What follows belongs to an exercise in optimizing a design on an open flow for small area; a production flow would make more cautious choices.
The RTL was checked by simulation tests, not by an equivalence proof against the original design.
No activity file was given, so power comes from the tool's default toggle rates.

==> module Countdown, before the edit <==
module Countdown(
 clock,
 reset,
 beep,
 bs0,
 bs1,
 clock_5,
 clock_10,
 clock_f,
 TimeH,
 TimeL
);
 input clock;
 input reset;
 output [6:0] bs0;
 output [6:0] bs1;
 output beep;
 output clock_5;
 output clock_10;
 output clock_f;
 output [3:0] TimeL;
 output [3:0] TimeH;
 reg [4:0] a;
 reg [4:0] b;
 reg [3:0] c;
 wire [1:0] h;
 wire ca = (~a[0] & ~a[4]);
 wire bw = (b[0] & b[1] & ~b[2] & b[4]);
 wire cb = ca & bw;
 assign h[0] = (~b[3] & ~b[4]) | (~b[1] & ~b[2] & ~b[4]) | (a[0] & ~a[3] & ~b[0] & ~b[2] & ~b[4]);
 assign h[1] = (~a[0] & ~a[4] & b[0] & b[1] & b[4]);
 wire [4:0] na;
 assign na[0] = (~a[4]);
 assign na[1] = (a[0]);
 assign na[2] = (a[1]);
 assign na[3] = (a[2]);
 assign na[4] = (a[3]);
 wire [4:0] nb;
 assign nb[0] = (b[0] & ~ca) | (~b[0] & ca);
 assign nb[1] = (b[1] & ~ca) | (b[0] & ~b[1] & ca) | (~b[0] & b[1]);
 assign nb[2] = (b[2] & ~ca) | (b[0] & b[1] & ~b[2] & ~b[4] & ca) | (~b[1] & b[2]) | (~b[0] & b[2]);
 assign nb[3] = (b[3] & ~ca) | (b[0] & b[1] & b[2] & ~b[3] & ca) | (~b[2] & b[3]) | (~b[1] & b[3]) | (~b[0] & b[3]);
 assign nb[4] = (b[0] & b[1] & b[2] & b[3] & ~b[4] & ca) | (~b[1] & b[4]) | (~b[0] & b[4]) | (b[4] & ~ca);
 wire [3:0] nc;
 assign nc[0] = (c[0] & ~cb) | (~c[0] & cb);
 assign nc[1] = (c[1] & ~cb) | (~c[0] & ~c[1] & cb) | (c[0] & c[1]) | (c[1] & c[3]);
 assign nc[2] = (c[2] & ~cb) | (~c[0] & ~c[1] & ~c[2] & cb) | (c[0] & c[2]) | (c[1] & c[2]);
 assign nc[3] = (~c[0] & ~c[1] & ~c[2] & cb) | (c[3] & ~cb) | (c[0] & c[3]);
 always @(posedge clock or negedge reset)
  if (!reset) begin
   a <= 5'd3; b <= 5'd31; c <= 4'd12;
  end else begin
   a <= na; b <= nb; c <= nc;
  end
 assign clock_5 = (~a[1] & ~a[2]);
 assign clock_10 = (~b[1] & b[4]) | (~b[0] & b[4]) | (b[2] & b[3] & ~b[4]) | (~a[0] & b[1] & b[3] & ~b[4]) | (a[2] & b[1] & b[3] & ~b[4]) | (a[2] & ~b[3] & b[4]) | (a[0] & ~b[3] & b[4]) | (b[0] & b[1] & b[3] & ~b[4]) | (a[3] & ~b[3] & b[4]);
 assign clock_f = (c[2] & ~c[3] & h[0]) | (~c[0] & c[1] & c[2]) | (c[0] & c[2] & h[1]) | (c[0] & c[2] & ~c[3]);
 wire tick = (c[0] & c[3] & h[1]);
 reg [4:0] e;
 always @(posedge clock or negedge reset)
  if (!reset) e <= 5'd15;
  else e <= {((e[4]) | (~e[0] & ~e[1] & ~e[2] & tick)), ((e[1]) | (e[2]) | (e[3] & ~tick) | (e[0] & e[3]) | (~e[0] & e[4] & tick)), ((e[2] & ~tick) | (e[1] & e[2]) | (e[0] & e[2]) | (~e[0] & ~e[3] & tick)), ((e[0] & e[1]) | (e[1] & ~tick) | (~e[0] & ~e[1] & e[2] & tick) | (~e[0] & ~e[3] & tick)), ((e[0] & ~tick) | (~e[0] & ~e[4] & tick) | (~e[0] & ~e[3] & tick) | (~e[0] & e[1] & tick) | (~e[0] & e[2] & tick))};
 assign TimeH = {3'b000, (e[1] & ~e[4]) | (e[2] & ~e[4])};
 assign TimeL = {((~e[1] & ~e[2] & ~e[4])), ((~e[3]) | (e[1] & e[2])), ((~e[3]) | (~e[1] & e[2])), ((e[0] & ~e[4]) | (e[0] & ~e[3]) | (e[0] & e[1]) | (e[0] & e[2]))};
 assign beep = (~e[1] & ~e[2] & e[3] & e[4]) | (~e[0] & ~e[2] & e[3] & e[4]);
 wire d1 = (~e[4]);
 assign bs1 = {1'b1, d1, d1, d1, 2'b00, d1};
 assign bs0 = {((~e[1] & ~e[2] & e[3]) | (e[0] & e[1] & e[2] & e[4])), ((e[1] & ~e[2]) | (e[0] & ~e[2] & e[3]) | (e[0] & e[1] & e[4])), ((e[0]) | (e[2] & ~e[4]) | (~e[1] & e[2])), ((~e[0] & ~e[1] & e[2]) | (e[0] & ~e[1] & ~e[2] & e[3]) | (e[0] & e[1] & e[2] & e[4])), ((~e[0] & e[1] & ~e[2])), ((e[0] & ~e[1] & e[2]) | (~e[0] & e[1] & e[2]) | (e[0] & e[2] & ~e[4])), ((~e[0] & ~e[1] & e[2]) | (e[0] & ~e[1] & ~e[2] & e[3]))};
endmodule
==> flow/config.mk <==
export PLATFORM = sky130hd
export DESIGN_NAME = Countdown
export DESIGN_NICKNAME = Countdown
export VERILOG_FILES = /design/flow/design.v
export SDC_FILE = /design/flow/constraint.sdc
export NUM_CORES = 4
export LEC_CHECK = 0
export ABC_AREA = 1
export CAP_MARGIN = 20
export CORE_AREA = 5 5 85 85
export CTS_BUF_LIST = sky130_fd_sc_hd__clkbuf_4
export DIE_AREA = 0 0 90 90
export SLEW_MARGIN = 20
==> flow/constraint.sdc <==
create_clock -name core_clock -period 12.0 [get_ports {clock}]
set_input_delay 2.4000 -clock core_clock [delete_from_list [all_inputs] [get_ports {clock}]]
set_output_delay 2.4000 -clock core_clock [all_outputs]
set_load 0.01 [all_outputs]
standard.sh (not shown) runs the stock make flow with config.mk's settings and CLKGATE_MAP_FILE= SYNTH_SCRIPT=/design/flow/synth_recipe.tcl, a recipe that flattens the netlist after the stock synthesis.
==> flow/flow/run.sh <==
#!/bin/bash
# The standard layout (standard.sh) with these changes:
#  - the buffer that ORFS puts on every input and output port is buf_1;
#  - after the floorplan, OpenROAD's restructure re-maps the combinational
#    logic between the registers for area (registers are left as they are);
#  - after placement, the constant outputs share one tie cell;
#  - clock tree synthesis inserts no dummy load buffers.
# Each tool's output goes to a log file of its own in this folder.
set -e
export BUFFER_PORTS_ARGS="-buffer_cell sky130_fd_sc_hd__buf_1"
export CTS_ARGS="-sink_clustering_enable -repair_clock_nets -buf_list sky130_fd_sc_hd__clkbuf_4 -dont_use_dummy_load"
bash standard.sh floorplan > standard_floorplan.log 2>&1
openroad -no_init -exit flow/restructure.tcl > restructure.log 2>&1
bash standard.sh place > standard_place.log 2>&1
openroad -no_init -exit flow/merge_ties.tcl > merge_ties.log 2>&1
bash standard.sh > standard_finish.log 2>&1
Other scripts of this flow, unchanged in this note and not shown: flow/flow/merge_ties.tcl, flow/flow/restructure.tcl
Change:
--- a/flow/design.v
+++ b/flow/design.v
@@ -22,41 +22,41 @@
  output [3:0] TimeH;
  reg [4:0] a;
  reg [4:0] b;
  reg [3:0] c;
  wire [1:0] h;
  wire ca = (~a[0] & ~a[4]);
- wire bw = (b[0] & b[1] & ~b[2] & b[4]);
+ wire bw = (~b[0] & ~b[1] & b[2] & b[4]);
  wire cb = ca & bw;
- assign h[0] = (~b[3] & ~b[4]) | (~b[1] & ~b[2] & ~b[4]) | (a[0] & ~a[3] & ~b[0] & ~b[2] & ~b[4]);
- assign h[1] = (~a[0] & ~a[4] & b[0] & b[1] & b[4]);
+ assign h[0] = (b[3] & ~b[4]) | (b[1] & b[2] & ~b[4]) | (a[0] & ~a[3] & b[0] & b[2] & ~b[4]);
+ assign h[1] = (~a[0] & ~a[4] & ~b[0] & ~b[1] & b[4]);
  wire [4:0] na;
  assign na[0] = (~a[4]);
  assign na[1] = (a[0]);
  assign na[2] = (a[1]);
  assign na[3] = (a[2]);
  assign na[4] = (a[3]);
  wire [4:0] nb;
  assign nb[0] = (b[0] & ~ca) | (~b[0] & ca);
- assign nb[1] = (b[1] & ~ca) | (b[0] & ~b[1] & ca) | (~b[0] & b[1]);
- assign nb[2] = (b[2] & ~ca) | (b[0] & b[1] & ~b[2] & ~b[4] & ca) | (~b[1] & b[2]) | (~b[0] & b[2]);
- assign nb[3] = (b[3] & ~ca) | (b[0] & b[1] & b[2] & ~b[3] & ca) | (~b[2] & b[3]) | (~b[1] & b[3]) | (~b[0] & b[3]);
- assign nb[4] = (b[0] & b[1] & b[2] & b[3] & ~b[4] & ca) | (~b[1] & b[4]) | (~b[0] & b[4]) | (b[4] & ~ca);
+ assign nb[1] = (b[1] & ~ca) | (~b[0] & ~b[1] & ca) | (b[0] & b[1]);
+ assign nb[2] = (b[2] & ~ca) | (~b[0] & ~b[1] & ~b[2] & ca) | (b[0] & b[2]) | (b[1] & b[2]) | (b[4] & ca);
+ assign nb[3] = (b[3] & ~ca) | (~b[0] & ~b[1] & ~b[2] & ~b[3] & ca) | (b[0] & b[3]) | (b[1] & b[3]) | (b[2] & b[3]) | (b[4]);
+ assign nb[4] = (~b[0] & ~b[1] & ~b[2] & ~b[3] & ca) | (b[4] & ~ca) | (b[0] & b[4]) | (b[1] & b[4]);
  wire [3:0] nc;
  assign nc[0] = (c[0] & ~cb) | (~c[0] & cb);
  assign nc[1] = (c[1] & ~cb) | (~c[0] & ~c[1] & cb) | (c[0] & c[1]) | (c[1] & c[3]);
  assign nc[2] = (c[2] & ~cb) | (~c[0] & ~c[1] & ~c[2] & cb) | (c[0] & c[2]) | (c[1] & c[2]);
  assign nc[3] = (~c[0] & ~c[1] & ~c[2] & cb) | (c[3] & ~cb) | (c[0] & c[3]);
  always @(posedge clock or negedge reset)
   if (!reset) begin
-   a <= 5'd3; b <= 5'd31; c <= 4'd12;
+   a <= 5'd3; b <= 5'd24; c <= 4'd12;
   end else begin
    a <= na; b <= nb; c <= nc;
   end
  assign clock_5 = (~a[1] & ~a[2]);
- assign clock_10 = (~b[1] & b[4]) | (~b[0] & b[4]) | (b[2] & b[3] & ~b[4]) | (~a[0] & b[1] & b[3] & ~b[4]) | (a[2] & b[1] & b[3] & ~b[4]) | (a[2] & ~b[3] & b[4]) | (a[0] & ~b[3] & b[4]) | (b[0] & b[1] & b[3] & ~b[4]) | (a[3] & ~b[3] & b[4]);
+ assign clock_10 = (~b[2] & ~b[3]) | (~b[0] & ~b[1] & ~b[3]) | (a[3] & b[2] & b[4]) | (~a[0] & ~b[1] & ~b[3]) | (b[0] & b[4]) | (a[2] & ~b[1] & ~b[3]) | (b[1] & b[4]) | (a[0] & b[2] & b[4]);
  assign clock_f = (c[2] & ~c[3] & h[0]) | (~c[0] & c[1] & c[2]) | (c[0] & c[2] & h[1]) | (c[0] & c[2] & ~c[3]);
  wire tick = (c[0] & c[3] & h[1]);
  reg [4:0] e;
  always @(posedge clock or negedge reset)
   if (!reset) e <= 5'd15;
   else e <= {((e[4]) | (~e[0] & ~e[1] & ~e[2] & tick)), ((e[1]) | (e[2]) | (e[3] & ~tick) | (e[0] & e[3]) | (~e[0] & e[4] & tick)), ((e[2] & ~tick) | (e[1] & e[2]) | (e[0] & e[2]) | (~e[0] & ~e[3] & tick)), ((e[0] & e[1]) | (e[1] & ~tick) | (~e[0] & ~e[1] & e[2] & tick) | (~e[0] & ~e[3] & tick)), ((e[0] & ~tick) | (~e[0] & ~e[4] & tick) | (~e[0] & ~e[3] & tick) | (~e[0] & e[1] & tick) | (~e[0] & e[2] & tick))};
- synthesized cell count shrinks by a few percent
- sequential share of layout area stays flat
- routed wire length grows by a few percent
- total power shrinks slightly
- setup slack degrades by 130 ps
- clock-buffer cell count is unchanged
- combinational power grows by a few percent
- area after synthesis grows slightly
- final cell count shrinks slightly
- first-iteration DRC count grows to 2.8 times its value

afterwards: timing with drivers on the ports:
The flow's constraints put no driver on any port. The routed layouts listed below were extracted and timed again, unchanged, in two steps.
Step 1 (the two cells are an assumption about what drives the block):
set clk [get_ports {clock}]
set_driving_cell -lib_cell sky130_fd_sc_hd__clkbuf_16 $clk
set_driving_cell -lib_cell sky130_fd_sc_hd__buf_2 [delete_from_list [all_inputs] $clk]
Step 2 times the ports against the registers' clock, not the clock port: input delays grow and output delays shrink by t, the midpoint of the rising clock arrivals with the driver on.
Slacks: no drivers / after step 1 / after step 2; pairs: no drivers / after step 1.
| run | t (ns) | slack for setup (ns) | hold WS [ns] | slew at the worst register clock pin (ns) |
|---|---|---|---|---|
| the first run | 0.309 | 7.752 / 7.730 / 8.040 | 0.401 / 0.401 / 0.401 | 0.11 / 0.11 |
| the second run | 0.304 | 7.618 / 7.596 / 7.900 | 0.396 / 0.396 / 0.396 | 0.12 / 0.12 |
After both steps setup and hold are still met in every run listed.
